This is an optimization exercise on Yosys and OpenROAD, whose aim is a short achievable clock period and few clock cycles per item, not a production implementation.
Only simulation tests tie the RTL to the original design; equivalence was not proved.
No activity file was given, so power comes from the tool's default toggle rates.

==> flow/run.sh <==
#!/bin/bash
# The standard layout (standard.sh) with the settings in env.sh:
# environment variables, and make variables in MAKE_ARGS.
set -euo pipefail
MAKE_ARGS=()
source flow/env.sh
bash standard.sh "${MAKE_ARGS[@]}" finish > standard.log 2>&1
==> flow/env.sh <==
export SETUP_SLACK_MARGIN=7
# Port buffers: a strong buffer instead of the smallest one.
export BUFFER_PORTS_ARGS="-buffer_cell sky130_fd_sc_hd__buf_8"
# Leave adders to ABC (no fixed full/half-adder cells in the carry paths).
export ADDER_MAP_FILE=
# Make variables: the platform's don't-use cells plus slow cells ABC tends to
# chain (high-stack OR/NOR and complex AOI/OAI, majority, adder, 3-input XOR).
MAKE_ARGS=("DONT_USE_CELLS= sky130_fd_sc_hd__probe_p_8 sky130_fd_sc_hd__probec_p_8 sky130_fd_sc_hd__lpflow_bleeder_1 sky130_fd_sc_hd__lpflow_clkbufkapwr_1 sky130_fd_sc_hd__lpflow_clkbufkapwr_16 sky130_fd_sc_hd__lpflow_clkbufkapwr_2 sky130_fd_sc_hd__lpflow_clkbufkapwr_4 sky130_fd_sc_hd__lpflow_clkbufkapwr_8 sky130_fd_sc_hd__lpflow_clkinvkapwr_1 sky130_fd_sc_hd__lpflow_clkinvkapwr_16 sky130_fd_sc_hd__lpflow_clkinvkapwr_2 sky130_fd_sc_hd__lpflow_clkinvkapwr_4 sky130_fd_sc_hd__lpflow_clkinvkapwr_8 sky130_fd_sc_hd__lpflow_decapkapwr_12 sky130_fd_sc_hd__lpflow_decapkapwr_3 sky130_fd_sc_hd__lpflow_decapkapwr_4 sky130_fd_sc_hd__lpflow_decapkapwr_6 sky130_fd_sc_hd__lpflow_decapkapwr_8 sky130_fd_sc_hd__lpflow_inputiso0n_1 sky130_fd_sc_hd__lpflow_inputiso0p_1 sky130_fd_sc_hd__lpflow_inputiso1n_1 sky130_fd_sc_hd__lpflow_inputiso1p_1 sky130_fd_sc_hd__lpflow_inputisolatch_1 sky130_fd_sc_hd__lpflow_isobufsrc_1 sky130_fd_sc_hd__lpflow_isobufsrc_16 sky130_fd_sc_hd__lpflow_isobufsrc_2 sky130_fd_sc_hd__lpflow_isobufsrc_4 sky130_fd_sc_hd__lpflow_isobufsrc_8 sky130_fd_sc_hd__lpflow_isobufsrckapwr_16 sky130_fd_sc_hd__lpflow_lsbuf_lh_hl_isowell_tap_1 sky130_fd_sc_hd__lpflow_lsbuf_lh_hl_isowell_tap_2 sky130_fd_sc_hd__lpflow_lsbuf_lh_hl_isowell_tap_4 sky130_fd_sc_hd__lpflow_lsbuf_lh_isowell_4 sky130_fd_sc_hd__lpflow_lsbuf_lh_isowell_tap_1 sky130_fd_sc_hd__lpflow_lsbuf_lh_isowell_tap_2 sky130_fd_sc_hd__lpflow_lsbuf_lh_isowell_tap_4  sky130_fd_sc_hd__or3_* sky130_fd_sc_hd__or3b_* sky130_fd_sc_hd__or4_* sky130_fd_sc_hd__or4b_* sky130_fd_sc_hd__or4bb_* sky130_fd_sc_hd__nor3_* sky130_fd_sc_hd__nor3b_* sky130_fd_sc_hd__nor4_* sky130_fd_sc_hd__nor4b_* sky130_fd_sc_hd__nor4bb_* sky130_fd_sc_hd__o41a_* sky130_fd_sc_hd__o41ai_* sky130_fd_sc_hd__o311a_* sky130_fd_sc_hd__o311ai_* sky130_fd_sc_hd__a2111o_* sky130_fd_sc_hd__a2111oi_* sky130_fd_sc_hd__o32a_* sky130_fd_sc_hd__o32ai_* sky130_fd_sc_hd__maj3_* sky130_fd_sc_hd__fa_* sky130_fd_sc_hd__ha_* sky130_fd_sc_hd__xnor3_* sky130_fd_sc_hd__xor3_* sky130_fd_sc_hd__mux4_* sky130_fd_sc_hd__a211o_* sky130_fd_sc_hd__a211oi_* sky130_fd_sc_hd__o211a_* sky130_fd_sc_hd__o211ai_* sky130_fd_sc_hd__a311o_* sky130_fd_sc_hd__a311oi_* sky130_fd_sc_hd__o31a_* sky130_fd_sc_hd__o31ai_* sky130_fd_sc_hd__a31o_* sky130_fd_sc_hd__a31oi_* sky130_fd_sc_hd__a41o_* sky130_fd_sc_hd__a41oi_* sky130_fd_sc_hd__a32o_* sky130_fd_sc_hd__a32oi_* sky130_fd_sc_hd__o2111a_* sky130_fd_sc_hd__o2111ai_* sky130_fd_sc_hd__a222oi_*")
==> standard.sh <==
#!/bin/bash
# synth_recipe.tcl (not shown) runs the flow's synth.tcl, then flattens the netlist and writes it again
# the make line also repeats each setting of config.mk as NAME=value (left out here)
make -C /OpenROAD-flow-scripts/flow DESIGN_CONFIG=/design/flow/config.mk WORK_HOME=/design/flow/orfs CLKGATE_MAP_FILE= SYNTH_SCRIPT=/design/flow/synth_recipe.tcl "${@:-finish}"
==> config.mk <==
export PLATFORM = sky130hd
export DESIGN_NAME = rv32_pipe_cpu
export DESIGN_NICKNAME = rv32_pipe_cpu
export VERILOG_FILES = /design/flow/design.v
export SDC_FILE = /design/flow/constraint.sdc
export NUM_CORES = 8
export LEC_CHECK = 0
export ABC_CLOCK_PERIOD_IN_PS = 2500
export CAP_MARGIN = 30
export CORE_MARGIN = 2
export CORE_UTILIZATION = 55
export CTS_CLUSTER_DIAMETER = 80
export CTS_CLUSTER_SIZE = 20
export GPL_TIMING_DRIVEN = 1
export SLEW_MARGIN = 30
==> constraint.sdc <==
create_clock -name core_clock -period 10.0 [get_ports {clk}]
set_input_delay 2.0000 -clock core_clock [delete_from_list [all_inputs] [get_ports {clk}]]
set_output_delay 2.0000 -clock core_clock [all_outputs]
set_load 0.01 [all_outputs]
==> design.v <==
module rv32_pipe_cpu(
    input clk,
    input rst_n,
    output [31:0] imem_addr,
    input  [31:0] imem_rdata,
    output [31:0] dmem_addr,
    output [31:0] dmem_wdata,
    output        dmem_we,
    input  [31:0] dmem_rdata,
    output        debug_wb_have_inst,
    output [31:0] debug_wb_pc,
    output        debug_wb_ena,
    output [4:0]  debug_wb_reg,
    output [31:0] debug_wb_value
);
    localparam OP_R    = 7'b0110011;
    localparam OP_I    = 7'b0010011;
    localparam OP_LW   = 7'b0000011;
    localparam OP_SW   = 7'b0100011;
    localparam OP_BR   = 7'b1100011;
    localparam OP_JAL  = 7'b1101111;
    localparam OP_JALR = 7'b1100111;
    localparam OP_LUI  = 7'b0110111;
    reg  [31:0] pc;
    reg  [31:0] fetch_addr;          
    reg  [11:2] pc_tag;              
    reg         id_valid;
    reg  [31:0] id_pc;
    reg  [31:0] id_inst;
    reg  [31:0] id_rs1_oh;           
    reg  [31:0] id_rs2_oh;           
    reg  [31:0] id_rs1_ohn;          
    reg  [31:0] id_rs2_ohn;          
    reg         id_rs1_one;          
    reg         id_pred;             
    reg         ex_valid;
    reg  [31:0] ex_pc;
    reg  [31:0] ex_pc4;
    reg  [4:0]  ex_rd;
    reg         ex_rf_we;
    reg         ex_is_load;
    reg         ex_is_store;
    reg         ex_is_branch;
    reg         ex_lp;               
    reg  [4:0]  ex_rs;
    reg         ex_is_jal;
    reg         ex_is_addi;
    reg         ex_is_jalr;
    reg         ex_jal_far;          
    reg         ex_br_lt;            
    reg         ex_br_inv;           
    reg         ex_m_always;         
    reg         ex_m_true;           
    reg         ex_m_false;          
    reg         ex_jr_chk;           
    reg         ex_sub;
    reg         ex_sra;
    reg  [7:0]  ex_rsel;             
    reg  [31:0] ex_a;                
    reg  [31:0] ex_b;                
    reg  [31:0] ex_sd;               
    reg  [31:0] ex_target;           
    reg         ex_m_late;           
    reg  [31:0] ex_pnpc;             
    reg         mem_valid;
    reg  [31:0] mem_pc;
    reg  [4:0]  mem_rd;
    reg         mem_rf_we;
    reg         mem_is_load;
    reg         mem_is_store;
    reg  [31:0] mem_alu;
    reg  [31:0] mem_sd;
    reg         mem_btb_upd;         
    reg         mem_btb_ins;         
    reg         mem_is_branch;
    reg  [31:0] mem_target;          
    reg  [31:0] mem_pc4;
    reg         mem_taken;
    reg         mem_lp;              
    reg  [4:0]  mem_rs;
    reg  [31:0] mem_jr_tgt;          
    reg         mem_is_jalr;
    reg         mem_jr_redirect;     
    reg         mem_we;              
    reg  [31:0] mem_addr_q;          
    reg         wb_valid;
    reg  [31:0] wb_pc;
    reg  [4:0]  wb_rd;
    reg         wb_rf_we;
    reg  [31:0] wb_val;
    reg         dbg_have;
    reg         dbg_ena;
    reg  [4:0]  dbg_reg;
    reg  [31:0] dbg_val;
    reg  [31:0] rf [1:31];
    reg  [7:0]  btb_v;
    reg  [9:0]  btb_tag [0:7];
    reg  [9:0]  btb_tgt [0:7];
    reg  [1:0]  btb_ctr [0:7];
    reg  [7:0]  btb_lp;              
    reg  [4:0]  btb_rs  [0:7];       
    reg  [31:1] rf_is_one;
    reg         wb_is_one;
    reg  [2:0]  btb_ptr;             
    function [31:0] ks_add;
        input [31:0] a;
        input [31:0] b;
        input        cin;
        reg   [31:0] g, p, gn, pn;
        integer      i, d;
        begin
            g = a & b;
            p = a ^ b;
            g[0] = g[0] | (p[0] & cin);
            for (d = 1; d < 32; d = d * 2) begin
                gn = g;
                pn = p;
                for (i = d; i < 32; i = i + 1) begin
                    gn[i] = g[i] | (p[i] & g[i-d]);
                    pn[i] = p[i] & p[i-d];
                end
                g = gn;
                p = pn;
            end
            ks_add = (a ^ b) ^ {g[30:0], cin};
        end
    endfunction
    function [31:0] inc4;
        input [31:0] x;
        reg   [31:0] c, cn;
        integer      i, d;
        begin
            c = x;
            for (d = 1; d < 32; d = d * 2) begin
                cn = c;
                for (i = 2 + d; i < 32; i = i + 1)
                    cn[i] = c[i] & c[i-d];
                c = cn;
            end
            inc4 = {x[31:3] ^ c[30:2], ~x[2], x[1:0]};
        end
    endfunction
    function lt32;
        input [31:0] a;
        input [31:0] b;
        reg   [31:0] l, e;
        reg   [31:0] a2, b2;
        integer      i, w;
        begin
            a2 = {~a[31], a[30:0]};      
            b2 = {~b[31], b[30:0]};
            l = ~a2 & b2;
            e = ~(a2 ^ b2);
            for (w = 1; w < 32; w = w * 2) begin
                for (i = 0; i < 32; i = i + 2 * w) begin
                    l[i] = l[i + w] | (e[i + w] & l[i]);
                    e[i] = e[i + w] & e[i];
                end
            end
            lt32 = l[0];
        end
    endfunction
    assign imem_addr = fetch_addr;
    wire [31:0] f_rs1_oh = 32'd1 << imem_rdata[19:15];
    wire        f_rs1_one = (wb_valid && wb_rf_we && wb_rd == imem_rdata[19:15]) ?
                            wb_is_one : |(f_rs1_oh[31:1] & rf_is_one);
    wire [31:0] f_rs2_oh = 32'd1 << imem_rdata[24:20];
    wire [6:0]  d_op  = id_inst[6:0];
    wire [4:0]  d_rd  = id_inst[11:7];
    wire [2:0]  d_f3  = id_inst[14:12];
    wire [4:0]  d_rs1 = id_inst[19:15];
    wire [4:0]  d_rs2 = id_inst[24:20];
    wire d_r    = (d_op == OP_R);
    wire d_i    = (d_op == OP_I);
    wire d_lw   = (d_op == OP_LW);
    wire d_sw   = (d_op == OP_SW);
    wire d_br   = (d_op == OP_BR);
    wire d_jal  = (d_op == OP_JAL);
    wire d_jalr = (d_op == OP_JALR);
    wire d_lui  = (d_op == OP_LUI);
    wire d_use1 = d_r | d_i | d_lw | d_sw | d_br | d_jalr;
    wire d_use2 = d_r | d_sw | d_br;
    wire d_wr   = (d_r | d_i | d_lw | d_jal | d_jalr | d_lui) && (d_rd != 5'd0);
    wire [31:0] d_immI = {{20{id_inst[31]}}, id_inst[31:20]};
    wire [31:0] d_immS = {{20{id_inst[31]}}, id_inst[31:25], id_inst[11:7]};
    wire [31:0] d_immB = {{20{id_inst[31]}}, id_inst[7], id_inst[30:25], id_inst[11:8], 1'b0};
    wire [31:0] d_immJ = {{12{id_inst[31]}}, id_inst[19:12], id_inst[20], id_inst[30:21], 1'b0};
    wire [31:0] d_immU = {id_inst[31:12], 12'h000};
    wire [31:0] d_imm = d_sw  ? d_immS :
                        d_lui ? d_immU : d_immI;
    wire [31:0] d_pc4    = inc4(id_pc);
    wire [31:0] d_tgt_j  = ks_add(id_pc, d_immJ, 1'b0);
    wire [31:0] d_tgt_b  = ks_add(id_pc, d_immB, 1'b0);
    wire [31:0] d_target = d_jal ? d_tgt_j : d_tgt_b;
    wire        d_jal_far = d_jal && (d_immJ != 32'd4);
    reg  [31:0] d_rf1, d_rf2;
    integer k;
    always @(*) begin
        d_rf1 = 32'd0;
        d_rf2 = 32'd0;
        for (k = 1; k < 32; k = k + 1) begin
            d_rf1 = d_rf1 | ({{16{!id_rs1_ohn[k]}}, {16{id_rs1_oh[k]}}} & rf[k]);
            d_rf2 = d_rf2 | ({{16{!id_rs2_ohn[k]}}, {16{id_rs2_oh[k]}}} & rf[k]);
        end
    end
    wire d_e1 = ex_valid  && ex_rf_we  && (ex_rd  == d_rs1);
    wire d_e2 = ex_valid  && ex_rf_we  && (ex_rd  == d_rs2);
    wire d_m1 = mem_valid && mem_rf_we && (mem_rd == d_rs1);
    wire d_m2 = mem_valid && mem_rf_we && (mem_rd == d_rs2);
    wire d_w1 = wb_valid  && wb_rf_we  && (wb_rd  == d_rs1);
    wire d_w2 = wb_valid  && wb_rf_we  && (wb_rd  == d_rs2);
    wire d_stall = id_valid && ex_valid && ex_is_load &&
                   ((d_use1 && d_e1) || (d_use2 && d_e2));
    wire d_rs1_one = d_m1 ? (!mem_is_load && mem_alu == 32'd1) :
                     d_w1 ? wb_is_one : id_rs1_one;
    wire d_exit    = id_valid && d_i && (d_f3 == 3'b000) && d_wr &&
                     (id_inst[31:20] == 12'hfff) && !d_e1 && d_rs1_one;
    reg         f_pred;
    reg         f_take;
    reg  [9:0]  f_tgt;
    integer j;
    always @(*) begin
        f_pred = 1'b0;
        f_take = 1'b0;
        f_tgt  = 10'd0;
        for (j = 0; j < 8; j = j + 1) begin
            if (btb_v[j] && btb_tag[j] == pc_tag && btb_ctr[j][1]) begin
                f_pred = 1'b1;
                f_tgt  = f_tgt | btb_tgt[j];
                if (!(btb_lp[j] && btb_rs[j] == d_rd && d_exit))
                    f_take = 1'b1;
            end
        end
    end
    wire [31:0] f_pc4     = inc4(pc);
    wire [31:0] f_npc     = f_take ? {pc[31:12], f_tgt, 2'b00} : f_pc4;
    wire x_addi_zero = ((ex_a ^ ex_b) == {ex_a[30:0] | ex_b[30:0], 1'b0});
    wire d_fused     = d_br && (d_f3[2:1] == 2'b00) && (d_rs2 == 5'd0) &&
                       ex_valid && ex_is_addi && ex_rf_we && (ex_rd == d_rs1);
    wire d_fz_taken  = d_f3[0] ^ x_addi_zero;
    wire d_redir_seq = d_fused && !d_fz_taken;       
    wire d_br_redirect = id_valid && !d_stall &&
                       (d_fused ? (d_fz_taken != id_pred)
                                : (!id_pred && (d_jal_far || (d_br && id_inst[31]))));
    wire        d_jr_fuse = d_jalr && ex_valid && ex_is_jal && ex_rf_we && (ex_rd == d_rs1);
    wire [31:0] d_jr_tgt  = ks_add(ex_pc4, d_immI, 1'b0);
    wire        d_jr_redirect = id_valid && d_jr_fuse && !id_pred;
    wire        d_redirect    = d_br_redirect || d_jr_redirect;
    wire d_alu  = d_r | d_i;
    wire d_add  = (d_alu && d_f3 == 3'b000) | d_lw | d_sw;
    wire d_sub  = d_r && d_f3 == 3'b000 && id_inst[30];
    wire [7:0] d_rsel = {
        d_jal | d_jalr,                       
        d_lui,                                
        d_alu && d_f3 == 3'b101,              
        d_alu && d_f3 == 3'b001,              
        d_alu && d_f3 == 3'b100,              
        d_alu && d_f3 == 3'b110,              
        d_alu && d_f3 == 3'b111,              
        d_add                                 
    };
    wire d_use_imm = d_i | d_lw | d_sw | d_jalr | d_lui;
    wire [31:0] d_timm  = d_jal ? d_immJ : d_immB;
    wire [31:0] d_cs_x  = id_pc ^ d_timm ^ pc;
    wire [31:0] d_cs_c  = (id_pc & d_timm) | ((id_pc | d_timm) & ~pc);
    wire        d_pc_is_tgt = (d_cs_x == {d_cs_c[30:0], 1'b0});
    wire d_p_seq = d_redirect ?  d_redir_seq : !id_pred;
    wire d_p_tgt = d_redirect ? !d_redir_seq : d_pc_is_tgt;
    wire [31:0] x_a = ex_a;
    wire [31:0] x_b = ex_b;
    wire [31:0] x_sum = ks_add(x_a, x_b, ex_sub);
    wire [31:0] x_sll = x_a << x_b[4:0];
    wire [31:0] x_sr  = $signed({ex_sra & x_a[31], x_a}) >>> x_b[4:0];
    wire [31:0] x_res = ({32{ex_rsel[0]}} & x_sum)
                      | ({32{ex_rsel[1]}} & (x_a & x_b))
                      | ({32{ex_rsel[2]}} & (x_a | x_b))
                      | ({32{ex_rsel[3]}} & (x_a ^ x_b))
                      | ({32{ex_rsel[4]}} & x_sll)
                      | ({32{ex_rsel[5]}} & x_sr)
                      | ({32{ex_rsel[6]}} & x_b)
                      | ({32{ex_rsel[7]}} & ex_pc4);
    wire x_eq = (x_a == x_b);
    wire x_lt = lt32(x_a, x_b);
    wire x_cond = (ex_br_lt ? x_lt : x_eq) ^ ex_br_inv;
    wire x_taken = (ex_is_branch && x_cond) || ex_is_jal;
    wire [31:0] x_cs_x = x_a ^ x_b ^ ex_pnpc;
    wire [31:0] x_cs_c = (x_a & x_b) | ((x_a | x_b) & ~ex_pnpc);
    wire x_jalr_ok = (x_cs_x == {x_cs_c[30:0], 1'b0});
    wire x_mispredict = ex_m_always || (x_cond ? ex_m_true : ex_m_false);
    wire x_jr_wrong   = (ex_jr_chk && !x_jalr_ok) || ex_m_late;
    assign dmem_addr  = mem_addr_q;
    assign dmem_wdata = mem_sd;
    assign dmem_we    = mem_we;
    wire [31:0] m_val = mem_is_load ? dmem_rdata : mem_alu;
    wire [31:0] d_v1 = d_e1 ? x_res : d_m1 ? m_val : d_w1 ? wb_val : d_rf1;
    wire [31:0] d_v2 = d_e2 ? x_res : d_m2 ? m_val : d_w2 ? wb_val : d_rf2;
    assign debug_wb_have_inst = dbg_have;
    assign debug_wb_pc        = wb_pc;
    assign debug_wb_ena       = dbg_ena;
    assign debug_wb_reg       = dbg_reg;
    assign debug_wb_value     = dbg_val;
    wire [31:0] pc_id = d_stall       ? pc :
                        d_jr_redirect ? d_jr_tgt :
                        d_br_redirect ? (d_redir_seq ? d_pc4 : d_target) : f_npc;
    wire [31:0] pc_n = mem_jr_redirect ? (mem_is_jalr ? mem_jr_tgt :
                                          mem_taken   ? mem_target : mem_pc4) : pc_id;
    always @(posedge clk or negedge rst_n) begin
        if (!rst_n)  pc <= 32'hffff_fffc;
        else         pc <= pc_n;
    end
    always @(posedge clk) begin
        fetch_addr <= rst_n ? pc_n : 32'hffff_fffc;
        pc_tag     <= pc_n[11:2];
    end
    always @(posedge clk) begin
        id_rs1_oh  <= d_stall ?  (32'd1 << d_rs1) :  f_rs1_oh;
        id_rs2_oh  <= d_stall ?  (32'd1 << d_rs2) :  f_rs2_oh;
        id_rs1_ohn <= d_stall ? ~(32'd1 << d_rs1) : ~f_rs1_oh;
        id_rs2_ohn <= d_stall ? ~(32'd1 << d_rs2) : ~f_rs2_oh;
    end
    always @(posedge clk or negedge rst_n) begin
        if (!rst_n)                           id_valid <= 1'b0;
        else if (mem_jr_redirect || x_mispredict || x_jr_wrong || d_redirect)
                                              id_valid <= 1'b0;
        else if (!d_stall)                    id_valid <= 1'b1;
    end
    always @(posedge clk) begin
        if (d_stall) begin
            if (d_w1) id_rs1_one <= wb_is_one;
        end
        if (!d_stall) begin
            id_pc      <= pc;
            id_inst    <= imem_rdata;
            id_rs1_one <= f_rs1_one;
            id_pred    <= f_take;
        end
    end
    always @(posedge clk or negedge rst_n) begin
        if (!rst_n)                          ex_valid <= 1'b0;
        else if (x_mispredict || x_jr_wrong || d_stall)
                                             ex_valid <= 1'b0;
        else                                 ex_valid <= id_valid;
    end
    wire d_to_ex = rst_n && id_valid && !(x_mispredict || x_jr_wrong || d_stall);
    always @(posedge clk) begin
        ex_m_always  <= d_to_ex && !d_br && !d_jalr && (d_jal ? !d_p_tgt : !d_p_seq);
        ex_m_true    <= d_to_ex && d_br && !d_p_tgt && d_p_seq;
        ex_m_false   <= d_to_ex && d_br && !d_p_seq && d_p_tgt;
        ex_m_late    <= d_to_ex && d_br && !d_p_seq && !d_p_tgt;
        ex_jr_chk    <= d_to_ex && d_jalr;
    end
    always @(posedge clk) begin
        ex_pc        <= id_pc;
        ex_pc4       <= d_pc4;
        ex_rd        <= d_rd;
        ex_rf_we     <= d_wr;
        ex_is_load   <= d_lw;
        ex_is_store  <= d_sw;
        ex_is_branch <= d_br;
        ex_lp        <= (d_f3 == 3'b001) && (d_rs2 == 5'd0);
        ex_rs        <= d_rs1;
        ex_is_jal    <= d_jal;
        ex_is_addi   <= d_i && (d_f3 == 3'b000);
        ex_is_jalr   <= d_jalr;
        ex_jal_far   <= d_jal_far;
        ex_br_lt     <= d_f3[2];
        ex_br_inv    <= d_f3[0];
        ex_sub       <= d_sub;
        ex_sra       <= id_inst[30];
        ex_rsel      <= d_rsel;
        ex_a         <= d_v1;
        ex_b         <= d_use_imm ? d_imm : d_sub ? ~d_v2 : d_v2;
        ex_sd        <= d_v2;
        ex_target    <= d_target;
        ex_pnpc      <= d_jr_redirect ? d_jr_tgt : pc;
    end
    always @(posedge clk or negedge rst_n) begin
        if (!rst_n) begin
            mem_valid       <= 1'b0;
            mem_jr_redirect <= 1'b0;
            mem_alu         <= 32'd0;
        end else begin
            mem_valid       <= ex_valid;
            mem_jr_redirect <= x_jr_wrong || x_mispredict;
            mem_alu         <= x_res;
        end
    end
    always @(posedge clk) begin
        mem_we     <= rst_n && ex_valid && ex_is_store;
        mem_addr_q <= x_res;
    end
    always @(posedge clk) begin
        mem_pc        <= ex_pc;
        mem_rd        <= ex_rd;
        mem_rf_we     <= ex_rf_we;
        mem_is_load   <= ex_is_load;
        mem_is_store  <= ex_is_store;
        mem_sd        <= ex_sd;
        mem_btb_upd   <= ex_is_branch | ex_is_jal | ex_is_jalr;
        mem_btb_ins   <= (ex_is_branch && x_cond) || ex_jal_far || ex_is_jalr;
        mem_is_branch <= ex_is_branch;
        mem_target    <= ex_target;
        mem_pc4       <= ex_pc4;
        mem_taken     <= x_taken;
        mem_lp        <= ex_is_branch && ex_lp;
        mem_rs        <= ex_rs;
        mem_jr_tgt    <= x_sum;
        mem_is_jalr   <= ex_is_jalr;
    end
    always @(posedge clk or negedge rst_n) begin
        if (!rst_n) begin
            wb_valid <= 1'b0;
            wb_rd    <= 5'd0;
            wb_rf_we <= 1'b0;
            wb_val   <= 32'd0;
            wb_is_one <= 1'b0;
        end else begin
            wb_valid <= mem_valid;
            wb_rd    <= mem_rd;
            wb_rf_we <= mem_rf_we;
            wb_val   <= m_val;
            wb_is_one <= (m_val == 32'd1);
        end
    end
    always @(posedge clk) begin
        wb_pc    <= mem_pc;
        dbg_have <= rst_n && mem_valid;
        dbg_ena  <= mem_rf_we;
        dbg_reg  <= mem_rd;
        dbg_val  <= m_val;
    end
    genvar gi;
    generate
        for (gi = 1; gi < 32; gi = gi + 1) begin : g_rf
            always @(posedge clk or negedge rst_n) begin
                if (!rst_n)
                    rf[gi] <= 32'd0;
                else if (wb_valid && wb_rf_we && (wb_rd == gi))
                    rf[gi] <= wb_val;
            end
            always @(posedge clk or negedge rst_n) begin
                if (!rst_n)
                    rf_is_one[gi] <= 1'b0;
                else if (wb_valid && wb_rf_we && (wb_rd == gi))
                    rf_is_one[gi] <= wb_is_one;
            end
        end
    endgenerate
    reg        m_hit;
    reg  [2:0] m_hidx;
    integer    q;
    always @(*) begin
        m_hit  = 1'b0;
        m_hidx = 3'd0;
        for (q = 0; q < 8; q = q + 1) begin
            if (btb_v[q] && btb_tag[q] == mem_pc[11:2]) begin
                m_hit  = 1'b1;
                m_hidx = q;
            end
        end
    end
    wire m_btb_ins = mem_valid && mem_btb_upd && mem_btb_ins;
    wire m_btb_dec = mem_valid && mem_btb_upd && !mem_btb_ins && mem_is_branch && m_hit;
    wire [2:0] m_widx = m_hit ? m_hidx : btb_ptr;
    always @(posedge clk or negedge rst_n) begin
        if (!rst_n)                      btb_ptr <= 3'd0;
        else if (m_btb_ins && !m_hit)    btb_ptr <= btb_ptr + 3'd1;
    end
    generate
        for (gi = 0; gi < 8; gi = gi + 1) begin : g_btb
            always @(posedge clk or negedge rst_n) begin
                if (!rst_n)
                    btb_v[gi] <= 1'b0;
                else if (m_btb_ins && m_widx == gi)
                    btb_v[gi] <= 1'b1;
            end
            always @(posedge clk) begin
                if (m_btb_ins && m_widx == gi) begin
                    btb_tag[gi] <= mem_pc[11:2];
                    btb_tgt[gi] <= mem_is_jalr ? mem_jr_tgt[11:2] : mem_target[11:2];
                    btb_lp[gi]  <= mem_lp;
                    btb_rs[gi]  <= mem_rs;
                    btb_ctr[gi] <= (m_hit && btb_ctr[gi] != 2'b11) ? btb_ctr[gi] + 2'd1 : 2'b11;
                end else if (m_btb_dec && m_widx == gi) begin
                    btb_ctr[gi] <= (btb_ctr[gi] == 2'b00) ? 2'b00 : btb_ctr[gi] - 2'd1;
                end
            end
        end
    endgenerate
endmodule
==> results of run 1 <==
## logic make-up after synthesis
kind of cell | synth area share, %
xor+xnor | 5.040
simple gates | 11.17
flops | 49.10
compound gates | 16.24
mux | 14.26
buf+inv | 4.193
## worst reg2reg max path, delay by kind of cell, from the launching register on
family / cells / cell delay (ns)
buffers and inverters: 2 / 0.31
muxes: 2 / 0.57
AOI/OAI and AO/OA: 2 / 0.62
xor gates and xnor gates: 2 / 0.52
DFF: 1 / 0.56
and+or+nand+nor: 5 / 0.80
## layer usage
metal	vias up	share of wire (%)	global-route usage, %
li1	37170	-	-
met1	46230	34	60.19
met2	8831	40	69.96
met3	2970	15	20.48
met4	38	11	43.82
met5	-	0.10	0.8933
## metrics by stage
step	setup slack [ns]	total power, mW	hold WS (ns)
2_1_floorplan	6.771	13.10	0.3095
3_3_place_gp	5.209	15.17	0.3105
3_5_place_dp	5.158	15.23	0.3120
4_1_cts	6.567	21.74	0.3117
5_1_grt	6.469	22.91	0.3103
6_report	6.474	22.35	0.3119
## cells in the final DEF (no fill, tap or decap), types with 41 or more instances in the layout
cell type,Yosys,routed
a21o_1,63,55
a21oi_1,446,368
a21oi_2,0,62
a221oi_1,409,372
a22o_1,367,366
a22oi_1,357,352
and2_1,76,66
and3_1,148,125
and4_1,123,112
buf_12,0,62
buf_4,0,572
buf_6,0,91
buf_8,0,243
clkbuf_1,742,54
clkbuf_16,0,149
dfrtp_1,1112,1083
dfxtp_1,703,399
dfxtp_2,0,213
dfxtp_4,0,91
edfxtp_1,289,289
inv_1,297,281
mux2_2,1083,1040
mux2_4,1,45
mux2i_1,269,187
mux2i_4,0,43
nand2_1,635,587
nand2b_1,67,59
nand3_1,226,192
nand4_1,251,251
nor2_1,586,531
nor2b_1,98,92
o21ai_0,464,322
o21ai_1,7,80
o21ai_2,0,56
o221ai_1,106,49
or2_2,50,41
xnor2_1,469,414
xnor2_2,6,42
xor2_1,120,100
## worst max-delay path by stage
stage / start / endpoint / slack (ns) / cells past startpoint
floorplan: imem_rdata[18] / id_rs1_one$_DFF_P_ / 6.77 / 9
global placement: id_inst[18]$_DFFE_PN_ / fetch_addr[3]$_SDFF_PN1_ / 5.21 / 12
detailed placement: id_inst[18]$_DFFE_PN_ / fetch_addr[3]$_SDFF_PN1_ / 5.16 / 12
CTS: ex_b[22]$_DFF_P_ / fetch_addr[7]$_SDFF_PN1_ / 6.57 / 14
global route: ex_b[22]$_DFF_P_ / pc_tag[2]$_DFF_P_ / 6.47 / 13
finish: ex_b[27]$_DFF_P_ / pc_tag[2]$_DFF_P_ / 6.47 / 13
## repair_timing
item	4_1_cts	5_1_grt
gates resized for setup	967	586
setup endpoints to repair	1658	721
gates cloned	31	7
hold endpoints to repair	0	0
setup buffers	316	163
pin swaps	144	180
## cell type report
type / instances / area share [%]
multi-input cells: 6691 / 42.73
flip-flops and latches: 2134 / 41.34
repair buffers: 1011 / 9.095
inverters: 301 / 0.9546
repair inverters: 1 / 0.003977
clock inverters: 36 / 0.3311
clock buffers: 197 / 2.996
well taps: 2511 / 2.497
diodes: 28 / 0.05568
## power groups by stage
stage	clock, mW	sequential (mW)	combinational [mW]
3_3_place_gp	0	11.3	3.88
6_report	5.98	11.0	5.39
3_5_place_dp	0	11.3	3.92
2_1_floorplan	0	10.2	2.89
4_1_cts	5.96	11.0	4.83
5_1_grt	6.27	11.0	5.65
==> results_dict.tcl, run 1 <==
set metrics [dict create \
    antenna_found_initial 53 \
    final_util_pct 66.37 \
    cp.required_ns 10.72 \
    synthTopCellsByCount "dfrtp_1, mux2_2, clkbuf_1" \
    area.sequential_um2 52010 \
    multi_input_area_um2 53770 \
    ant_nets 0 \
    numPortBuffers 233 \
    wirelength_um 505900 \
    r2r-start "ex_b[27]$_DFF_P_" \
    synthesis.area_um2 104600 \
    p_int_mw 14.80 \
    routed_via_density 7.377 \
    worstHoldStart "ex_pc[9]$_DFF_P_" \
    p_sw_share_pct 33.77 \
    finalNonFillerCells 12910 \
    switchingPower_mw 7.547 \
    io_pins 234 \
    core-area_um2 189600 \
    placed_area_um2 110700 \
    ys_ff_latch 2134 \
    fp.dieW_um 440.1 \
    maxCapViolations 0 \
    syn_inst 9967 \
    drt-initial-drc-count 17080 \
    hpwl_um 310500 \
    grt_pass1_vias 87970 \
    fin_crit_sh_pct 35.26 \
    yosys_warnings 6 \
    synth.distinct_cells 61 \
    clock_skew_ns 0.05102 \
    r2r_end "pc_tag[2]$_DFF_P_" \
    r2r_cells 13 \
    initial_core_util_pct 55.18 \
    setup_viol 0 \
    avgRoutedWirePerCell_um 39.19 \
    finalSetupTns_ns 0 \
    p_leak_nw 53.74 \
    max_freq_mhz 283.6 \
    whs_path_depth 0 \
    ff2ff_setup_slack_ns 6.47 \
    hold_viol_final 0 \
    cp_top_family "simple AND/OR/NAND/NOR gates" \
    die-area_um2 193700 \
    drive_above_1_share_pct 32.72 \
    path_clk_slew_ns 0.09 \
    syn_nets 10030 \
    status "no timing/DRC/antenna violations" \
    synth_top_area_share_pct 26.60 \
    syn_area_per_cell_um2 10.50 \
    firstDrtPassIters 10 \
    hold_class "flip-flop to flip-flop" \
    slew_headroom_pct 20.06 \
    numCtsBuffers 136 \
    core.rowCount 160 \
    drcViolationCount 0 \
    arrival_ns 4.25 \
    nNetsFinal 10340 \
    ir_drop_mv 0.1949 \
    clk_latency_ns 0.88 \
    grt_pass1_wl_um 685500 \
    cts_root_buffer "clkbuf_16" \
    htree_levels 4 \
    p_seq_share_pct 49.1 \
    largest_reg_flops 992 \
    crit_chain "xor2_2 > xnor2_1 > o221a_2 > and4b_1 > nand4_4 > mux2_4 > buf_6 > mux2i_4 > buf_6 > nand3_2 > nand4_1 > a221oi_2 > nor2_1" \
    fin_crit_ns 3.526 \
    clkPwrFrac_pct 26.8 \
    top_register "rf" \
    power_density_nw_per_um2 177.6 \
    hold_buffers 0 \
    combPwrFrac_pct 24.1 \
    synth-async-reset-ratio_pct 53.51 \
    dr_total_vias 95240 \
    dominantRegCellSynth "dfrtp_1" \
    worstMarginPinSlew_ns 1.199 \
    slowest_delay_ns 0.56 \
    slew_violations 0 \
    die_y_um 440.1 \
    yosysTopAreaCell "dfrtp_1" \
    synth_most_common_cell "dfrtp_1" \
    crit_top_cell "buf_6" \
    ys_seq_area_share_pct 49.10 \
    nFillCells 14660 \
    cts_buffer_depth 3 \
    cp_slowest_cell "dfxtp_2" \
    stdcell_area_um2 125800 \
    critPathMaxFanout 9 \
    start_kind "flip-flop" \
    gp_congestion 1.054 \
    grt_max_degree 137 \
    largestRegisters "rf (992), btb_tag (80), btb_tgt (80)" \
    synth_edf_count 289 \
    grt-ovfl-total 0 \
    crit_type "flip-flop to flip-flop" \
    yosys-top-cells-area "dfrtp_1, dfxtp_1, mux2_2, edfxtp_1, xnor2_1" \
    rsz0062_at_grt "yes" \
    grt_usage_pct 50.42 \
    end_kind "flip-flop" \
    cts_tree "yes" \
    worst-path-buf-inv 2 \
    holdPathEnd "mem_pc[9]$_DFF_P_" \
    placedCellCount 12130 \
    clkSinkCount 2134 \
    area_growth_pct 20.27 \
]
Testbench counts, summed over its fixed seeds: cycles 28,257, instrs 26,430.
==> run 2, diff against run 1 <==
--- a/design.v
+++ b/design.v
@@ -60,6 +60,7 @@
     reg  [31:0] ex_b;                
     reg  [31:0] ex_sd;               
     reg  [31:0] ex_target;           
+    reg         ex_redir_t;          
     reg         ex_m_late;           
     reg  [31:0] ex_pnpc;             
     reg         mem_valid;
@@ -303,7 +304,8 @@
                         d_jr_redirect ? d_jr_tgt :
                         d_br_redirect ? (d_redir_seq ? d_pc4 : d_target) : f_npc;
     wire [31:0] pc_n = mem_jr_redirect ? (mem_is_jalr ? mem_jr_tgt :
-                                          mem_taken   ? mem_target : mem_pc4) : pc_id;
+                                          mem_taken   ? mem_target : mem_pc4) :
+                       x_mispredict    ? (ex_redir_t ? ex_target : ex_pc4) : pc_id;
     always @(posedge clk or negedge rst_n) begin
         if (!rst_n)  pc <= 32'hffff_fffc;
         else         pc <= pc_n;
@@ -372,6 +374,7 @@
         ex_b         <= d_use_imm ? d_imm : d_sub ? ~d_v2 : d_v2;
         ex_sd        <= d_v2;
         ex_target    <= d_target;
+        ex_redir_t   <= d_jal || (d_br && !(d_redirect ? !d_redir_seq : id_pred));
         ex_pnpc      <= d_jr_redirect ? d_jr_tgt : pc;
     end
     always @(posedge clk or negedge rst_n) begin
@@ -381,7 +384,7 @@
             mem_alu         <= 32'd0;
         end else begin
             mem_valid       <= ex_valid;
-            mem_jr_redirect <= x_jr_wrong || x_mispredict;
+            mem_jr_redirect <= x_jr_wrong;
             mem_alu         <= x_res;
         end
     end
--- a/config.mk
+++ b/config.mk
@@ -6,10 +6,10 @@
 export NUM_CORES = 8
 export LEC_CHECK = 0
 export ABC_CLOCK_PERIOD_IN_PS = 2500
-export CAP_MARGIN = 30
+export CAP_MARGIN = 20
 export CORE_MARGIN = 2
 export CORE_UTILIZATION = 55
 export CTS_CLUSTER_DIAMETER = 80
 export CTS_CLUSTER_SIZE = 20
 export GPL_TIMING_DRIVEN = 1
-export SLEW_MARGIN = 30
+export SLEW_MARGIN = 20
==> run 2 against run 1 <==
Combinational power fell by 4%. Sequential cell count grew 1. Largest power group unchanged. Via count rose by 3.1%. Power shrank 2.2%. Maximum frequency fell by 2.8%.
==> results_dict.tcl, run 2 <==
set metrics [dict create \
    status "no timing/DRC/antenna violations" \
    synth_edf_count 289 \
    synthTopCellsByCount "dfrtp_1, mux2_2, nand2_1" \
    fin_crit_sh_pct 36.29 \
    grt_usage_pct 52.20 \
    die_y_um 441.5 \
    end_kind "flip-flop" \
    die-area_um2 194900 \
    slew_headroom_pct 15.87 \
    fin_crit_ns 3.629 \
    syn_inst 10120 \
    path_clk_slew_ns 0.08 \
    crit_type "flip-flop to flip-flop" \
    grt_pass1_vias 91280 \
    clk_latency_ns 0.89 \
    mostFrequentLayoutCell "dfrtp_1" \
    stdcell_area_um2 128700 \
    core-area_um2 190200 \
    synth_top_area_share_pct 26.44 \
    synthesis.area_um2 105300 \
    crit_chain "xnor2_1 > buf_4 > o22ai_1 > and3_1 > and4b_4 > nand4_4 > xor2_4 > nand4_4 > and3_4 > a21o_1 > a221oi_2 > o221ai_2 > or2_1" \
    hold_viol_final 0 \
    core.rowCount 160 \
    io_pins 234 \
    ys_ff_latch 2135 \
    nNetsFinal 10650 \
    ant_nets 0 \
    cp_top_family "simple AND/OR/NAND/NOR gates" \
    nFillCells 14470 \
    slowest_delay_ns 0.41 \
    clkSinkCount 2135 \
    final_cell_mix "dfrtp_1, mux2_2, nand2_1" \
    yosys_warnings 6 \
    finalSetupTns_ns 0 \
    dominantRegCellSynth "dfrtp_1" \
    placed_area_um2 111100 \
    largest_reg_flops 992 \
    cts_tree "yes" \
    cp.required_ns 10.74 \
    numCtsBuffers 137 \
    start_kind "flip-flop" \
    hold_class "flip-flop to flip-flop" \
    area_growth_pct 22.25 \
    firstDrtPassIters 10 \
    maxCapViolations 0 \
    hold_buffers 0 \
    crit_top_cell "nand4_4" \
    worstMarginPinSlew_ns 1.262 \
    syn_area_per_cell_um2 10.40 \
    slew_violations 0 \
    grt-ovfl-total 0 \
    grt_max_degree 162 \
    htree_levels 4 \
    numPortBuffers 233 \
    cp_num_cells 13 \
    grt_pass1_wl_um 713100 \
    cp_slowest_cell "dfxtp_4" \
    pre_cts_slack_ns 4.838 \
    syn_nets 10190 \
    antenna_found_initial 46 \
    p_leak_nw 55.06 \
    dr_total_vias 98220 \
    ys_seq_area_share_pct 48.82 \
    yosysTopAreaCell "dfrtp_1" \
    avgRoutedWirePerCell_um 39.96 \
    arrival_ns 4.37 \
    wirelength_um 528700 \
    fp.dieW_um 441.5 \
    synth.distinct_cells 73 \
    drt-initial-drc-count 16860 \
    initial_core_util_pct 55.35 \
    power.total_mw 21.85 \
    gp_congestion 1.060 \
    area.sequential_um2 52000 \
    setup_viol 0 \
    rsz0062_at_grt "yes" \
    max_freq_mhz 275.6 \
    top_register "rf" \
    whs_path_depth 0 \
    drcViolationCount 0 \
    worst-path-buf-inv 1 \
    power_density_nw_per_um2 169.8 \
    r2r_cells 13 \
    synth-async-reset-ratio_pct 53.49 \
    hpwl_um 320800 \
    cts_root_buffer "clkbuf_16" \
    multi_input_area_um2 54610 \
    synth_most_common_cell "dfrtp_1" \
    drive_above_1_share_pct 33.97 \
    ir_drop_mv 0.1294 \
    largestRegisters "rf (992), btb_tag (80), btb_tgt (80)" \
    routed_via_density 7.424 \
    cts_buffer_depth 3 \
    worst_slack_ns 6.371 \
    yosys-top-cells-area "dfrtp_1, dfxtp_1, mux2_2, edfxtp_1, xnor2_1" \
    critPathMaxFanout 14 \
    clock_skew_ns 0.07096 \
]
==> run 2: cell types whose count changed in the layout (fill, tap and decap cells not counted), sizes merged, moves of 28 or more <==
cell / previous run / this run
nand2: 636 / 796
mux2i: 269 / 236
o21ai: 471 / 508
a22o: 367 / 339
o22ai: 48 / 81
a21oi: 446 / 405
inv: 310 / 338
nor2: 591 / 620
buf: 990 / 1136
and3: 149 / 105
==> run 2: repair_timing <==
action,in CTS,in global routing
setup buffers,481,140
setup endpoints to repair,1771,1474
resized for setup,1304,506
gates cloned,43,13
pin swaps,277,222
==> run 2: worst paths after layout <==
path	startpoint	end	slack, ns
min	ex_pc[11]$_DFF_P_	mem_pc[11]$_DFF_P_	0.32
min reg2reg	ex_pc[11]$_DFF_P_	mem_pc[11]$_DFF_P_	0.32
max in group asynchronous	rst_n	rf[6][25]$_DFFE_PN0P_	6.82
max	ex_a[22]$_DFF_P_	fetch_addr[24]$_SDFF_PN1_	6.37
max reg2reg	ex_a[22]$_DFF_P_	fetch_addr[24]$_SDFF_PN1_	6.37
min in group asynchronous	rst_n	pc[0]$_DFF_PN0_	1.16
==> run 2: kinds of logic after synthesis <==
group | Yosys count | synth area share, %
AND/OR/NAND/NOR | 2480 | 11.59
AO/OA/AOI/OAI | 2407 | 16.21
multiplexers | 1312 | 13.76
flip-flops | 2135 | 48.82
buffers and inverters | 1186 | 4.447
XOR/XNOR | 602 | 5.184
==> run 2: cell type report <==
class	count	area share, %
multi-input combinational	6817	42.44
sequential	2135	40.41
timing repair buffer	1163	10.36
clock buffer	202	2.944
tap	2511	2.442
inverter	330	1.023
clock inverter	38	0.3102
antenna	34	0.06612
timing repair inverter	1	0.005834
==> run 2: power breakdown <==
part	internal (mW)	switching, mW
Combinational	2.21	3.00
Clock	2.73	3.26
Sequential	9.56	1.10
Total	14.5	7.35
==> run 2: metrics by stage <==
step / utilization, % / std cells / hold WS [ns]
floorplan: - / 10120 / 0.3095
global placement: 58.38 / 12280 / 0.3107
detailed placement: 58.40 / 12280 / 0.3120
CTS: 65.75 / 13040 / 0.3199
global route: 67.63 / 13210 / 0.3254
finish: 67.66 / 13230 / 0.3176
==> run 2: worst register-to-register path, cell delays in order, from the launching register on <==
cell	delay, ns
dfxtp_4	0.41
xnor2_1	0.22
buf_4	0.20
o22ai_1	0.20
and3_1	0.23
and4b_4	0.25
nand4_4	0.20
xor2_4	0.39
nand4_4	0.27
and3_4	0.33
a21o_1	0.21
a221oi_2	0.25
o221ai_2	0.14
or2_1	0.22
==> run 2: layer usage <==
metal / vias up / share of wire, % / track usage [%]
li1: 37940 / - / -
met1: 47760 / 34 / 62.23
met2: 9253 / 40 / 72.65
met3: 3223 / 15 / 21.26
met4: 47 / 12 / 44.71
met5: - / 0.19 / 2.761
Testbench counts of run 2, summed over its fixed seeds: cycles 28,017, instrs 26,430.
==> run 3, diff against run 2 <==
--- a/design.v
+++ b/design.v
@@ -23,7 +23,6 @@
     localparam OP_LUI  = 7'b0110111;
     reg  [31:0] pc;
     reg  [31:0] fetch_addr;          
-    reg  [11:2] pc_tag;              
     reg         id_valid;
     reg  [31:0] id_pc;
     reg  [31:0] id_inst;
@@ -225,7 +224,7 @@
         f_take = 1'b0;
         f_tgt  = 10'd0;
         for (j = 0; j < 8; j = j + 1) begin
-            if (btb_v[j] && btb_tag[j] == pc_tag && btb_ctr[j][1]) begin
+            if (btb_v[j] && btb_tag[j] == pc[11:2] && btb_ctr[j][1]) begin
                 f_pred = 1'b1;
                 f_tgt  = f_tgt | btb_tgt[j];
                 if (!(btb_lp[j] && btb_rs[j] == d_rd && d_exit))
@@ -312,13 +311,6 @@
     end
     always @(posedge clk) begin
         fetch_addr <= rst_n ? pc_n : 32'hffff_fffc;
-        pc_tag     <= pc_n[11:2];
-    end
-    always @(posedge clk) begin
-        id_rs1_oh  <= d_stall ?  (32'd1 << d_rs1) :  f_rs1_oh;
-        id_rs2_oh  <= d_stall ?  (32'd1 << d_rs2) :  f_rs2_oh;
-        id_rs1_ohn <= d_stall ? ~(32'd1 << d_rs1) : ~f_rs1_oh;
-        id_rs2_ohn <= d_stall ? ~(32'd1 << d_rs2) : ~f_rs2_oh;
     end
     always @(posedge clk or negedge rst_n) begin
         if (!rst_n)                           id_valid <= 1'b0;
@@ -333,7 +325,11 @@
         if (!d_stall) begin
             id_pc      <= pc;
             id_inst    <= imem_rdata;
+            id_rs1_oh  <= f_rs1_oh;
             id_rs1_one <= f_rs1_one;
+            id_rs2_oh  <= f_rs2_oh;
+            id_rs1_ohn <= ~f_rs1_oh;
+            id_rs2_ohn <= ~f_rs2_oh;
             id_pred    <= f_take;
         end
     end
==> run 3 against run 2 <==
Critical endpoint is now ex_b[22]$_DFF_P_. Die area up 0.27%. Non-clock buffer count up 61. Largest cell class unchanged. Power about the same. Sequential power about the same.
==> results_dict.tcl, run 3 <==
set metrics [dict create \
    status "no timing/DRC/antenna violations" \
    slew_headroom_pct 16.15 \
    ys_ff_latch 2125 \
    placedCellCount 12100 \
    power_density_nw_per_um2 167.9 \
    synthTopCellsByCount "dfrtp_1, mux2_2, nand2_1" \
    die-area_um2 195400 \
    initial_core_util_pct 55.44 \
    clock_skew_ns 0.05697 \
    cts_buffer_depth 3 \
    rsz0062_at_grt "yes" \
    yosysTopAreaCell "dfrtp_1" \
    antenna_found_initial 64 \
    finalSetupTns_ns 0 \
    crit_type "flip-flop to flip-flop" \
    largestRegisters "rf (992), btb_tag (80), btb_tgt (80)" \
    r2r_cells 15 \
    met2_usage_pct 70.47 \
    crit_chain "buf_6 > buf_6 > buf_6 > buf_6 > mux2i_4 > mux2_2 > mux2_2 > nor2_1 > a21oi_1 > o22ai_1 > a221o_1 > a21oi_4 > mux2i_4 > xnor2_1 > a221o_1" \
    firstDrtPassIters 12 \
    arrival_ns 4.29 \
    met1_usage_pct 60.38 \
    path_clk_slew_ns 0.09 \
    core.rowCount 160 \
    drcViolationCount 0 \
    numCtsBuffers 138 \
    critPathMaxFanout 7 \
    hold_class "flip-flop to flip-flop" \
    syn_nets 9990 \
    nNetsFinal 10530 \
    worst_slack_ns 6.400 \
    worst-path-buf-inv 4 \
    htree_levels 4 \
    hold_viol_final 0 \
    largest_reg_flops 992 \
    worstMarginPinSlew_ns 1.258 \
    yosys-top-cells-area "dfrtp_1, edfxtp_1, mux2_2, dfxtp_1, xnor2_1" \
    r2r_end "ex_b[22]$_DFF_P_" \
    fin_crit_sh_pct 36.00 \
    synth_top_area_share_pct 26.37 \
    hpwl_um 312500 \
    pre_cts_slack_ns 4.948 \
    synth-async-reset-ratio_pct 53.74 \
    slowest_delay_ns 0.44 \
    nFillCells 14210 \
    top_register "rf" \
    wirelength_um 517100 \
    grt-ovfl-total 0 \
    ir_drop_mv 0.1544 \
    numPortBuffers 233 \
    gp_congestion 1.087 \
    end_kind "flip-flop" \
    ant_nets 0 \
    max_freq_mhz 277.8 \
    final_cell_mix "dfrtp_1, mux2_2, buf_4" \
    grt_busiest_layer "met2" \
    cp.required_ns 10.69 \
    die_y_um 442.1 \
    synth_edf_count 413 \
    maxCapViolations 0 \
    cts_root_buffer "clkbuf_16" \
    drive_above_1_share_pct 35.01 \
    fin_crit_ns 3.600 \
    fp.dieW_um 442.1 \
    p_leak_nw 56.53 \
    synthesis.area_um2 105500 \
    grt_pass1_wl_um 696900 \
    multi_input_area_um2 54710 \
    cp_top_family "compound AO/OA/AOI/OAI gates" \
    hold_buffers 0 \
    mostFrequentLayoutCell "dfrtp_1" \
    syn_inst 9924 \
    cts_tree "yes" \
    avgRoutedWirePerCell_um 39.45 \
    area.sequential_um2 53010 \
    start_kind "flip-flop" \
    grt_usage_pct 50.38 \
    core-area_um2 190400 \
    dominantRegCellSynth "dfrtp_1" \
    slew_violations 0 \
    syn_area_per_cell_um2 10.63 \
    clk_latency_ns 0.90 \
    grt_max_degree 152 \
    crit_path_end "ex_b[22]$_DFF_P_" \
    critPathLaunch "ex_b[0]$_DFF_P_" \
    finalNonFillerCells 13110 \
    ff2ff_setup_slack_ns 6.40 \
    yosys_warnings 6 \
    setup_viol 0 \
    dr_total_vias 96810 \
    crit_top_cell "buf_6" \
    routed_via_density 7.385 \
    ys_seq_area_share_pct 49.68 \
    cp_num_cells 15 \
    grt_pass1_vias 89840 \
    r2r-start "ex_b[0]$_DFF_P_" \
    area_growth_pct 23.32 \
    drt-initial-drc-count 17850 \
    use_met3_pct 19.63 \
    synth_most_common_cell "dfrtp_1" \
    clkSinkCount 2125 \
    io_pins 234 \
    synth.distinct_cells 76 \
    cp_slowest_cell "dfxtp_4" \
]
-- run 3: logic make-up (layout without fill, tap and decap cells) --
family	Yosys count	count (layout)	share of synthesized area, %
AOI/OAI and AO/OA	2374	2375	16.10
DFF	2125	2125	49.68
buffers and inverters	1139	1766	4.192
and+or+nand+nor	2362	2375	11.17
other	0	32	0
xor gates and xnor gates	611	611	5.127
muxes	1313	1313	13.73
-- run 3: timing repair --
| item | CTS | global route |
|---|---|---|
| gates cloned | 39 | 20 |
| setup buffers | 407 | 272 |
| pin swaps | 210 | 318 |
| endpoints found under the setup margin | 1499 | 1206 |
| gates resized for setup | 1220 | 580 |
-- run 3: area by class of cell --
type / instances / area share [%]
flip-flops and latches: 2125 / 40.72
multi-input cells: 6674 / 42.03
well taps: 2511 / 2.414
clock buffers: 197 / 2.933
clock inverters: 42 / 0.4297
inverters: 301 / 0.9334
repair buffers: 1224 / 10.46
repair inverters: 2 / 0.01538
diodes: 32 / 0.06152
-- run 3: how the worst min path moves through the flow --
| stage | slack [ns] | depth (start not counted) | end | startpoint |
|---|---|---|---|---|
| floorplan | 0.31 | 0 | mem_pc[10]$_DFF_P_ | ex_pc[10]$_DFF_P_ |
| global placement | 0.31 | 0 | mem_pc[28]$_DFF_P_ | ex_pc[28]$_DFF_P_ |
| detailed placement | 0.31 | 0 | mem_pc[28]$_DFF_P_ | ex_pc[28]$_DFF_P_ |
| CTS | 0.32 | 0 | mem_sd[9]$_DFF_P_ | ex_sd[9]$_DFF_P_ |
| global route | 0.32 | 0 | mem_sd[9]$_DFF_P_ | ex_sd[9]$_DFF_P_ |
| finish | 0.31 | 0 | mem_sd[9]$_DFF_P_ | ex_sd[9]$_DFF_P_ |
-- run 3: power by group --
| group | leakage (nW) | internal (mW) | total, mW | switching, mW |
|---|---|---|---|---|
| clock network | 2.11 | 2.82 | 6.12 | 3.29 |
| registers | 24.6 | 9.53 | 10.5 | 0.965 |
| logic | 29.8 | 2.24 | 5.25 | 3.01 |
-- run 3: through the flow --
stage	util, %	hold WS (ns)	area [um2]	power, mW
after CTS	65.60	0.3173	124900	21.05
after global routing	68.35	0.3207	130100	22.33
after global placement	58.44	0.3103	111300	14.36
final	68.37	0.3095	130200	21.86
after floorplan	-	0.3095	105900	12.47
after detailed placement	58.45	0.3121	111300	14.40
-- run 3: layer usage --
metal / routed length (um) / vias to the layer above
li1: - / 37600
met1: 172700 / 47130
met2: 208000 / 9040
met3: 77410 / 2984
met4: 58240 / 62
met5: 750 / -
Testbench counts of run 3, summed over its fixed seeds: cycles 28,017, instrs 26,430.
==> run 4, diff against run 3 <==
--- a/design.v
+++ b/design.v
@@ -27,9 +27,7 @@
     reg  [31:0] id_pc;
     reg  [31:0] id_inst;
     reg  [31:0] id_rs1_oh;           
-    reg  [31:0] id_rs2_oh;           
-    reg  [31:0] id_rs1_ohn;          
-    reg  [31:0] id_rs2_ohn;          
+    reg  [31:0] id_rs2_oh;
     reg         id_rs1_one;          
     reg         id_pred;             
     reg         ex_valid;
@@ -199,8 +197,8 @@
         d_rf1 = 32'd0;
         d_rf2 = 32'd0;
         for (k = 1; k < 32; k = k + 1) begin
-            d_rf1 = d_rf1 | ({{16{!id_rs1_ohn[k]}}, {16{id_rs1_oh[k]}}} & rf[k]);
-            d_rf2 = d_rf2 | ({{16{!id_rs2_ohn[k]}}, {16{id_rs2_oh[k]}}} & rf[k]);
+            d_rf1 = d_rf1 | ({32{id_rs1_oh[k]}} & rf[k]);
+            d_rf2 = d_rf2 | ({32{id_rs2_oh[k]}} & rf[k]);
         end
     end
     wire d_e1 = ex_valid  && ex_rf_we  && (ex_rd  == d_rs1);
@@ -328,8 +326,6 @@
             id_rs1_oh  <= f_rs1_oh;
             id_rs1_one <= f_rs1_one;
             id_rs2_oh  <= f_rs2_oh;
-            id_rs1_ohn <= ~f_rs1_oh;
-            id_rs2_ohn <= ~f_rs2_oh;
             id_pred    <= f_take;
         end
     end
==> run 4 against run 3 <==
Still clean. Core utilization up 0.18 points. Power is 1.0% lower. Global-route usage grew 2.2 points. Clock skew down 0.0028 ns. Critical path type unchanged. Largest power group unchanged. Highest routed layer unchanged.
==> results_dict.tcl, run 4 <==
set metrics [dict create \
    status "no timing/DRC/antenna violations" \
    die_y_um 438.3 \
    area.sequential_um2 51190 \
    start_kind "flip-flop" \
    avgRoutedWirePerCell_um 40.18 \
    grt_max_degree 162 \
    antenna_found_initial 38 \
    max_freq_mhz 280.9 \
    cp.required_ns 10.69 \
    finalSetupTns_ns 0 \
    mostFrequentLayoutCell "dfrtp_1" \
    whs_path_depth 0 \
    nNetsFinal 10470 \
    power_density_nw_per_um2 168.2 \
    slew_headroom_pct 12.25 \
    clock_skew_ns 0.05420 \
    ys_ff_latch 2063 \
    end_kind "flip-flop" \
    firstDrtPassIters 14 \
    gp_congestion 1.048 \
    worstMarginPinSlew_ns 1.316 \
    syn_area_per_cell_um2 10.54 \
    grt_pass1_vias 90730 \
    yosysTopAreaCell "dfrtp_1" \
    core-area_um2 187600 \
    yosys_warnings 6 \
    power.total_mw 21.63 \
    nFillCells 14030 \
    ant_nets 0 \
    r2r_cells 15 \
    numCtsBuffers 134 \
    core.rowCount 159 \
    clk_latency_ns 0.87 \
    placed_area_um2 109500 \
    crit_type "flip-flop to flip-flop" \
    cp_top_family "simple AND/OR/NAND/NOR gates" \
    grt_pass1_wl_um 710200 \
    final_cell_mix "dfrtp_1, mux2_2, a22oi_1" \
    fin_crit_ns 3.560 \
    dr_total_vias 97490 \
    hold_buffers 0 \
    drcViolationCount 0 \
    routed_via_density 7.493 \
    synth_top_area_share_pct 26.82 \
    synth-async-reset-ratio_pct 55.36 \
    slew_violations 0 \
    maxCapViolations 0 \
    wirelength_um 522700 \
    cts_buffer_depth 3 \
    yosys-top-cells-area "dfrtp_1, mux2_2, dfxtp_1, edfxtp_1, a22oi_1" \
    htree_levels 4 \
    hold_viol_final 0 \
    cts_tree "yes" \
    stdcell_area_um2 128600 \
    area_growth_pct 23.95 \
    die-area_um2 192100 \
    grt-ovfl-total 0 \
    final_util_pct 68.54 \
    largest_reg_flops 992 \
    critPathMaxFanout 5 \
    dominantRegCellSynth "dfrtp_1" \
    fin_crit_sh_pct 35.60 \
    grt_usage_pct 52.57 \
    slowest_delay_ns 0.42 \
    path_clk_slew_ns 0.09 \
    worst-path-buf-inv 4 \
    synth.distinct_cells 74 \
    fp.dieW_um 438.3 \
    syn_nets 9905 \
    largestRegisters "rf (992), btb_tag (80), btb_tgt (80)" \
    multi_input_area_um2 55390 \
    synth_most_common_cell "dfrtp_1" \
    drt-initial-drc-count 18240 \
    cp_slowest_cell "dfxtp_4" \
    synth_edf_count 351 \
    syn_inst 9839 \
    setup_viol 0 \
    synthTopCellsByCount "dfrtp_1, mux2_2, a22oi_1" \
    rsz0062_at_grt "yes" \
    cts_root_buffer "clkbuf_16" \
    top_register "rf" \
    initial_core_util_pct 55.30 \
    cp_num_cells 15 \
    io_pins 234 \
    ys_seq_area_share_pct 48.74 \
    arrival_ns 4.25 \
    ir_drop_mv 0.2137 \
    drive_above_1_share_pct 35.73 \
    hpwl_um 314700 \
    p_leak_nw 54.96 \
    synthesis.area_um2 103700 \
    clkSinkCount 2063 \
    numPortBuffers 233 \
    hold_ws_ns 0.3236 \
    crit_chain "xnor2_4 > nand4_1 > nor2_4 > and4b_2 > mux2_4 > nand2_2 > o221ai_4 > buf_12 > mux2i_4 > buf_6 > buf_16 > buf_8 > a221o_1 > a22oi_2 > nand3_1" \
    hold_class "flip-flop to flip-flop" \
]
run 4: stage by stage:
step                std cells  setup slack (ns)
finish                  13010             6.440
global route            12990             6.409
CTS                     12820             6.497
detailed placement      11990             4.460
global placement        11990             4.608
floorplan                9839             6.747
run 4: cell type report:
class / instances / area share, %
Antenna cell: 28 / 0.05449
Clock buffer: 187 / 2.867
Clock inverter: 36 / 0.3464
Inverter: 146 / 0.4739
Multi-Input combinational cell: 6822 / 43.08
Sequential cell: 2063 / 39.81
Tap cell: 2495 / 2.428
Timing Repair Buffer: 1232 / 10.94
Timing Repair inverter: 1 / 0.006811
run 4: routing by layer:
metal,GRT usage (%),vias to the layer above,part of all wire (%)
met5,2.035,-,0.089
met4,45.41,36,12
met3,21.52,3432,15
met2,73.03,9401,40
met1,62.66,47280,33
li1,-,37340,-
run 4: kinds of logic (layout without fill, tap and decap cells):
kind of cell	after synthesis	count (layout)	share of synthesized area, %
xor gates and xnor gates	581	581	5.014
AOI/OAI and AO/OA	2256	2256	15.09
DFF	2063	2063	48.74
muxes	1410	1412	14.98
and+or+nand+nor	2560	2573	12.50
buffers and inverters	969	1602	3.674
other	0	28	0
run 4: power breakdown:
part           switching [mW]  internal (mW)
logic                    3.09           2.34
clock network            3.15           2.72
registers               0.989           9.33
total                    7.23           14.4
run 4: what timing repair did:
action | CTS | global route
pin swaps | 277 | 237
gates resized for setup | 1424 | 545
endpoints found under the setup margin | 1810 | 1378
buffers inserted | 556 | 160
cloned | 45 | 5
run 4: worst register-to-register path, stage by stage, from the launching register on:
cell and delay [ns]:
dfxtp_4 0.42, xnor2_4 0.25, nand4_1 0.29, nor2_4 0.25, and4b_2 0.30, mux2_4 0.32, nand2_2 0.08, o221ai_4 0.10
buf_12 0.16, mux2i_4 0.24, buf_6 0.21, buf_16 0.14, buf_8 0.13, a221o_1 0.28, a22oi_2 0.15, nand3_1 0.09
run 4: worst paths after layout:
path                       slack [ns]                   endpoint               from
max                              6.44  fetch_addr[20]$_SDFF_PN1_   ex_a[28]$_DFF_P_
min                              0.32         mem_pc[15]$_DFF_P_  ex_pc[15]$_DFF_P_
max reg2reg                      6.44  fetch_addr[20]$_SDFF_PN1_   ex_a[28]$_DFF_P_
min reg2reg                      0.32         mem_pc[15]$_DFF_P_  ex_pc[15]$_DFF_P_
max in group asynchronous        7.14     rf[19][14]$_DFFE_PN0P_              rst_n
min in group asynchronous        1.14     rf[26][13]$_DFFE_PN0P_              rst_n
Testbench counts of run 4, summed over its fixed seeds: cycles 28,017, instrs 26,430.
==> run 5, diff against run 4 <==
--- a/design.v
+++ b/design.v
@@ -237,13 +237,9 @@
                        ex_valid && ex_is_addi && ex_rf_we && (ex_rd == d_rs1);
     wire d_fz_taken  = d_f3[0] ^ x_addi_zero;
     wire d_redir_seq = d_fused && !d_fz_taken;       
-    wire d_br_redirect = id_valid && !d_stall &&
+    wire d_redirect  = id_valid && !d_stall &&
                        (d_fused ? (d_fz_taken != id_pred)
                                 : (!id_pred && (d_jal_far || (d_br && id_inst[31]))));
-    wire        d_jr_fuse = d_jalr && ex_valid && ex_is_jal && ex_rf_we && (ex_rd == d_rs1);
-    wire [31:0] d_jr_tgt  = ks_add(ex_pc4, d_immI, 1'b0);
-    wire        d_jr_redirect = id_valid && d_jr_fuse && !id_pred;
-    wire        d_redirect    = d_br_redirect || d_jr_redirect;
     wire d_alu  = d_r | d_i;
     wire d_add  = (d_alu && d_f3 == 3'b000) | d_lw | d_sw;
     wire d_sub  = d_r && d_f3 == 3'b000 && id_inst[30];
@@ -297,9 +293,8 @@
     assign debug_wb_ena       = dbg_ena;
     assign debug_wb_reg       = dbg_reg;
     assign debug_wb_value     = dbg_val;
-    wire [31:0] pc_id = d_stall       ? pc :
-                        d_jr_redirect ? d_jr_tgt :
-                        d_br_redirect ? (d_redir_seq ? d_pc4 : d_target) : f_npc;
+    wire [31:0] pc_id = d_stall    ? pc :
+                        d_redirect ? (d_redir_seq ? d_pc4 : d_target) : f_npc;
     wire [31:0] pc_n = mem_jr_redirect ? (mem_is_jalr ? mem_jr_tgt :
                                           mem_taken   ? mem_target : mem_pc4) :
                        x_mispredict    ? (ex_redir_t ? ex_target : ex_pc4) : pc_id;
@@ -367,7 +362,7 @@
         ex_sd        <= d_v2;
         ex_target    <= d_target;
         ex_redir_t   <= d_jal || (d_br && !(d_redirect ? !d_redir_seq : id_pred));
-        ex_pnpc      <= d_jr_redirect ? d_jr_tgt : pc;
+        ex_pnpc      <= pc;
     end
     always @(posedge clk or negedge rst_n) begin
         if (!rst_n) begin
==> run 5 against run 4 <==
Combinational power shrank 7.0%. Still clean. Largest power group unchanged. Synthesized area shrank 3.9%. Power shrank 1.3%. Maximum frequency shrank 3.4%. First-iteration DRC count shrank 12%. Sequential share of layout area grew 2.1 points. Sequential cell count is the same.
==> results_dict.tcl, run 5 <==
set metrics [dict create \
    status "no timing/DRC/antenna violations" \
    pre_cts_slack_ns 4.905 \
    yosys_warnings 6 \
    cts_root_buffer "clkbuf_16" \
    gp_congestion 1.054 \
    slew_violations 0 \
    numCtsBuffers 132 \
    crit_type "flip-flop to flip-flop" \
    drt-initial-drc-count 16020 \
    setup_viol 0 \
    synth.distinct_cells 67 \
    initial_core_util_pct 55.27 \
    clock_skew_ns 0.05314 \
    worstMarginPinSlew_ns 1.244 \
    numPortBuffers 233 \
    grt-ovfl-total 0 \
    cp.required_ns 10.72 \
    syn_inst 9367 \
    ys_ff_latch 2063 \
    worst_slack_ns 6.316 \
    power_density_nw_per_um2 175.0 \
    critPathMaxFanout 7 \
    ant_nets 0 \
    largestRegisters "rf (992), btb_tag (80), btb_tgt (80)" \
    ff2ff_setup_slack_ns 6.32 \
    hold_class "flip-flop to flip-flop" \
    grt_pass1_vias 84900 \
    clkSinkCount 2063 \
    slew_headroom_pct 17.05 \
    nNetsFinal 9932 \
    mostFrequentLayoutCell "dfrtp_1" \
    drive_above_1_share_pct 34.21 \
    routed_via_density 7.357 \
    syn_area_per_cell_um2 10.64 \
    ys_seq_area_share_pct 50.73 \
    drcViolationCount 0 \
    avgRoutedWirePerCell_um 39.01 \
    io_pins 234 \
    firstDrtPassIters 10 \
    finalNonFillerCells 12370 \
    p_seq_share_pct 48.4 \
    arrival_ns 4.41 \
    synth-async-reset-ratio_pct 55.36 \
    start_kind "flip-flop" \
    synth_most_common_cell "dfrtp_1" \
    synth_edf_count 351 \
    r2r-start "mem_rd[0]$_DFF_P_" \
    final_cell_mix "dfrtp_1, mux2_2, a22oi_1" \
    synthesis.area_um2 99670 \
]
run 5: changes by cell type after synthesis, sizes merged, moves of 28 or more:
| cell | change |
|---|---|
| and3 | -45 |
| and4 | -28 |
| clkbuf | +29 |
| buf | -69 |
| nand2b | -63 |
| a22o | -121 |
| and2 | -44 |
| mux2i | -44 |
| a22oi | +207 |
| mux2 | -49 |
| nor2b | -56 |
| a221oi | -83 |
| o221ai | -42 |
run 5: how the worst min path moves through the flow:
stage,from,to,cells past startpoint
after floorplan,ex_pc[10]$_DFF_P_,mem_pc[10]$_DFF_P_,0
after global placement,ex_rs[3]$_DFF_P_,mem_rs[3]$_DFF_P_,0
after CTS,ex_rs[4]$_DFF_P_,mem_rs[4]$_DFF_P_,0
final,ex_rs[4]$_DFF_P_,mem_rs[4]$_DFF_P_,0
after detailed placement,ex_pc[29]$_DFF_P_,mem_pc[29]$_DFF_P_,0
after global routing,ex_rs[0]$_DFF_P_,mem_rs[0]$_DFF_P_,0
run 5: critical path, cell delays in order (launching register included):
cell and delay (ns):
dfxtp_1 0.70, xnor2_2 0.18, nand4_1 0.21, nor2_4 0.30, o21ai_4 0.15, nand4_1 0.33, a21oi_4 0.12, buf_6 0.14
buf_12 0.13, buf_16 0.15, nand4b_1 0.19, and4_1 0.21, a221oi_2 0.23, a21oi_1 0.11, o221a_2 0.29, nand2b_4 0.14
run 5: kinds of logic (layout without fill, tap and decap cells):
kind of cell | count (synthesis) | in the layout | synth area share [%]
AO/OA/AOI/OAI | 2223 | 2223 | 15.11
AND/OR/NAND/NOR | 2288 | 2304 | 11.10
other | 0 | 40 | 0
flip-flops | 2063 | 2063 | 50.73
buffers and inverters | 932 | 1508 | 3.645
multiplexers | 1317 | 1317 | 14.57
XOR/XNOR | 544 | 544 | 4.848
run 5: timing repair:
action                     in CTS  in global routing
pin swaps                     229                191
cloned                         43                  4
setup endpoints to repair    1418                824
setup buffers                 485                160
gates resized for setup      1100                453
run 5: stage by stage:
stage	cell area (um2)	power [mW]
floorplan	100400	12.32
global placement	105400	14.13
detailed placement	105400	14.18
CTS	118600	20.87
global route	121900	21.83
finish	122000	21.35
run 5: area by class of cell:
class	instances	area, um2
diodes	40	100.1
well taps	2370	2965
flip-flops and latches	2063	51170
repair inverters	1	8.758
multi-input cells	6388	50190
fillers	13720	58320
clock inverters	39	571.8
repair buffers	1131	12670
inverters	149	654.4
clock buffers	188	3702
run 5: per-layer routing:
| layer | track usage (%) | vias up | share of wire (%) |
|---|---|---|---|
| met5 | 0.4424 | - | 0.052 |
| met4 | 42.40 | 32 | 11 |
| met3 | 19.60 | 2720 | 14 |
| met2 | 71.11 | 8278 | 41 |
| met1 | 60.52 | 44600 | 34 |
| li1 | - | 35360 | - |
run 5: power by group through the flow:
stage | clock network (mW) | logic, mW | registers [mW]
2_1_floorplan | 0 | 2.50 | 9.83
3_3_place_gp | 0 | 3.38 | 10.8
3_5_place_dp | 0 | 3.41 | 10.8
4_1_cts | 5.95 | 4.62 | 10.3
5_1_grt | 6.24 | 5.24 | 10.4
6_report | 5.97 | 5.05 | 10.3
Testbench counts of run 5, summed over its fixed seeds: cycles 28,265, instrs 26,430.
